From an optimization exercise on the open Yosys and OpenROAD flow, aimed at small area, a short achievable clock period and few clock cycles per item; shortcuts taken in it are not production practice.
In this exercise RTL edits were held to simulation tests only and were not proved equivalent to the original.

== run 1 ==
Design mult, start of the top module:
module mult(
	input clk, rst, start, in_is_signed,
	input [31:0] in_a, in_b,
	output mult_status,
	output [63:0] s);
clock: 50.0 ns
lec_check: 0
abc_area: 1
cap_margin: 20
core_margin: 2
core_utilization: 40
cts_buf_list: sky130_fd_sc_hd__clkbuf_8
slew_margin: 50
synth_hierarchical: 1
standard.sh (not shown) runs the stock make flow with config.mk's settings and CLKGATE_MAP_FILE= SYNTH_SCRIPT=/design/flow/synth_recipe.tcl, a recipe that flattens the netlist after the stock synthesis.
==> flow/flow/run.sh <==
#!/bin/bash
set -euo pipefail
export BUFFER_PORTS_ARGS="-buffer_cell sky130_fd_sc_hd__buf_2"
bash standard.sh > standard.log 2>&1
Testbench counts of run 1, summed over its fixed seeds: cycles 4,019, items 3,200.
For run 2, these inputs were changed with respect to run 1:
# run 1
export LEC_CHECK = 0
export ABC_AREA = 1
export CAP_MARGIN = 20
export CORE_MARGIN = 2
export CORE_UTILIZATION = 40
export CTS_BUF_LIST = sky130_fd_sc_hd__clkbuf_8
export SLEW_MARGIN = 50
export SYNTH_HIERARCHICAL = 1
create_clock -name core_clock -period 50.0 [get_ports {clk}]
# run 2
export LEC_CHECK = 0
export ABC_AREA = 1
export CAP_MARGIN = 20
export CORE_MARGIN = 2
export CORE_UTILIZATION = 40
export CTS_BUF_LIST = sky130_fd_sc_hd__clkbuf_8
export SLEW_MARGIN = 40
export SYNTH_HIERARCHICAL = 1
create_clock -name core_clock -period 50.0 [get_ports {clk}]
==> flow/flow/run.sh <==
#!/bin/bash
set -euo pipefail
export BUFFER_PORTS_ARGS="-buffer_cell sky130_fd_sc_hd__buf_1"
export PRE_RESIZE_TCL="$PWD/flow/outbuf.tcl"
bash standard.sh > standard.log 2>&1
==> flow/flow/outbuf.tcl (new file) <==
# Make the buffer that drives each output port a buf_2.
set n 0
foreach port [get_ports -filter "direction == output"] {
  foreach pin [get_pins -of_objects [get_nets -of_objects $port] -filter "direction == output"] {
    set inst [get_cells -of_objects $pin]
    if { [get_property [get_lib_cells -of_objects $inst] name] == "sky130_fd_sc_hd__buf_1" } {
      replace_cell $inst sky130_fd_sc_hd__buf_2
      incr n
    }
  }
}
puts "outbuf.tcl: $n output buffers made buf_2"
[summary]
Status for run 2 and run 1: clean finish in run 1 only
Tool error STA-0100 stopped run 2 during 3_4_place_resized; no final results.
Changes observed in run 2 relative to run 1: compound-cell area share of the yosys netlist was more or less identical, starting utilization of the core area was more or less identical, number of cells produced by synthesis was more or less identical, per-instance average area after synthesis was more or less identical, die height was more or less identical.
Going from run 1 to run 2, area after synthesis stayed essentially flat; count of input and output buffers stayed essentially flat.
Relative to run 2, the following input files were edited for run 3:
==> flow/flow/run.sh <==
#!/bin/bash
set -euo pipefail
export BUFFER_PORTS_ARGS="-buffer_cell sky130_fd_sc_hd__buf_2"
export PRE_RESIZE_TCL="$PWD/flow/fanout.tcl"
bash standard.sh > standard.log 2>&1
==> flow/flow/fanout.tcl (new file) <==
set_max_fanout 12 [current_design]
removed: flow/flow/outbuf.tcl
Notes after the runs:
Run 3: PASS, flow complete, no timing, DRC or antenna violations
From run 3 to run 2, number of different library cells in the post-synthesis netlist did not move at all.
Reported for run 3 and run 2, die boundary height turned out identical to the last digit.
Number of top-level design ports: run 3 vs run 2 identical
Changes observed in run 3 relative to run 2: number of standard cells after synthesis essentially unchanged; netlist area before placement essentially unchanged; adder and majority cell fraction of the synthesized area essentially unchanged; net count of the mapped netlist essentially unchanged; xor/xnor share of the synthesized area essentially unchanged.
Compared with run 2, run 3 shows a lower routability congestion estimate from global placement.
On average instance area after synthesis, run 3 and run 2 are neck and neck.
For run 4, these inputs were changed with respect to run 3:
# run 3
export LEC_CHECK = 0
export ABC_AREA = 1
export CAP_MARGIN = 20
export CORE_MARGIN = 2
export CORE_UTILIZATION = 40
export CTS_BUF_LIST = sky130_fd_sc_hd__clkbuf_8
export SLEW_MARGIN = 40
export SYNTH_HIERARCHICAL = 1
create_clock -name core_clock -period 50.0 [get_ports {clk}]
# run 4
export LEC_CHECK = 0
export ABC_AREA = 1
export CAP_MARGIN = 20
export CORE_MARGIN = 2
export CORE_UTILIZATION = 40
export CTS_BUF_LIST = sky130_fd_sc_hd__clkbuf_8
export CTS_CLUSTER_DIAMETER = 100
export CTS_CLUSTER_SIZE = 30
export SLEW_MARGIN = 40
export SYNTH_HIERARCHICAL = 1
create_clock -name core_clock -period 50.0 [get_ports {clk}]
==> flow/flow/run.sh <==
#!/bin/bash
set -euo pipefail
export BUFFER_PORTS_ARGS="-buffer_cell sky130_fd_sc_hd__buf_2"
bash standard.sh > standard.log 2>&1
removed: flow/flow/fanout.tcl
--- outcome ---
Comparing run 4 against run 3, there is no change at all in overflow left after global routing. Run 4 ends up with a final cycle utilization of the critical path that is 5.0 points lower than in run 3. Smallest setup slack after layout (lower): run 3. For run 4 and run 3, there was not a single run that failed to finish clean. The run showing the smaller post-route non-filler standard cell count is run 4. NOTE design area run 3->run 4 decreased by a little under 10%. Comparing run 4 and run 3, the lower minimum period implied by the final worst setup slack is on run 4. Changes observed in run 4 relative to run 3: sum of routed wire length over all layers has decreased, area taken by multi-input logic gates has remained practically unchanged, detailed-placement wirelength estimate has decreased.
Modified inputs, run 5 compared to run 4
# run 4
export LEC_CHECK = 0
export ABC_AREA = 1
export CAP_MARGIN = 20
export CORE_MARGIN = 2
export CORE_UTILIZATION = 40
export CTS_BUF_LIST = sky130_fd_sc_hd__clkbuf_8
export CTS_CLUSTER_DIAMETER = 100
export CTS_CLUSTER_SIZE = 30
export SLEW_MARGIN = 40
export SYNTH_HIERARCHICAL = 1
create_clock -name core_clock -period 50.0 [get_ports {clk}]
# run 5
export LEC_CHECK = 0
export ABC_AREA = 1
export CAP_MARGIN = 20
export CORE_MARGIN = 2
export CORE_UTILIZATION = 40
export CTS_BUF_LIST = sky130_fd_sc_hd__clkbuf_8
export SLEW_MARGIN = 65
export SYNTH_HIERARCHICAL = 1
create_clock -name core_clock -period 50.0 [get_ports {clk}]
Results
- [compare] base=run 4 new=run 5: minimum setup slack among reg-to-reg paths shows a reduction of 0.03 ns; slew at the pin closest to its max-slew limit down 0.38 ns.

## static timing again, ports no longer ideal
Ports are ideal in the flow. The routed layouts listed here were re-timed in OpenROAD.
Step 1 (the two cells are an assumption about what drives the block):
set clk [get_ports {clk}]
set_driving_cell -lib_cell sky130_fd_sc_hd__clkbuf_16 $clk
set_driving_cell -lib_cell sky130_fd_sc_hd__buf_2 [delete_from_list [all_inputs] $clk]
Step 2 adds t to the input delays and takes it off the output delays; t is the mean of the earliest and latest rising clock arrival at the registers after step 1. Input paths then give back, and output paths get back, about the clock's delay inside the block.
Slacks: no drivers / after step 1 / after step 2; pairs: no drivers / after step 1.
run	shift t [ns]	slack for setup (ns)	worst hold slack (ns)	clock arrival spread, ns	worst slew at a driven data input, ns
run 1	0.480	33.911 / 33.866 / 34.346	0.572 / 0.572 / 0.572	0.018 / 0.017	0.03
run 3	0.488	31.267 / 31.221 / 31.709	0.573 / 0.573 / 0.573	0.012 / 0.012	0.04
run 4	0.490	33.773 / 33.727 / 34.217	0.574 / 0.574 / 0.574	0.022 / 0.022	0.03
run 5	0.483	33.763 / 33.718 / 34.201	0.573 / 0.573 / 0.573	0.014 / 0.014	0.04
After both steps setup and hold are still met in every run listed.
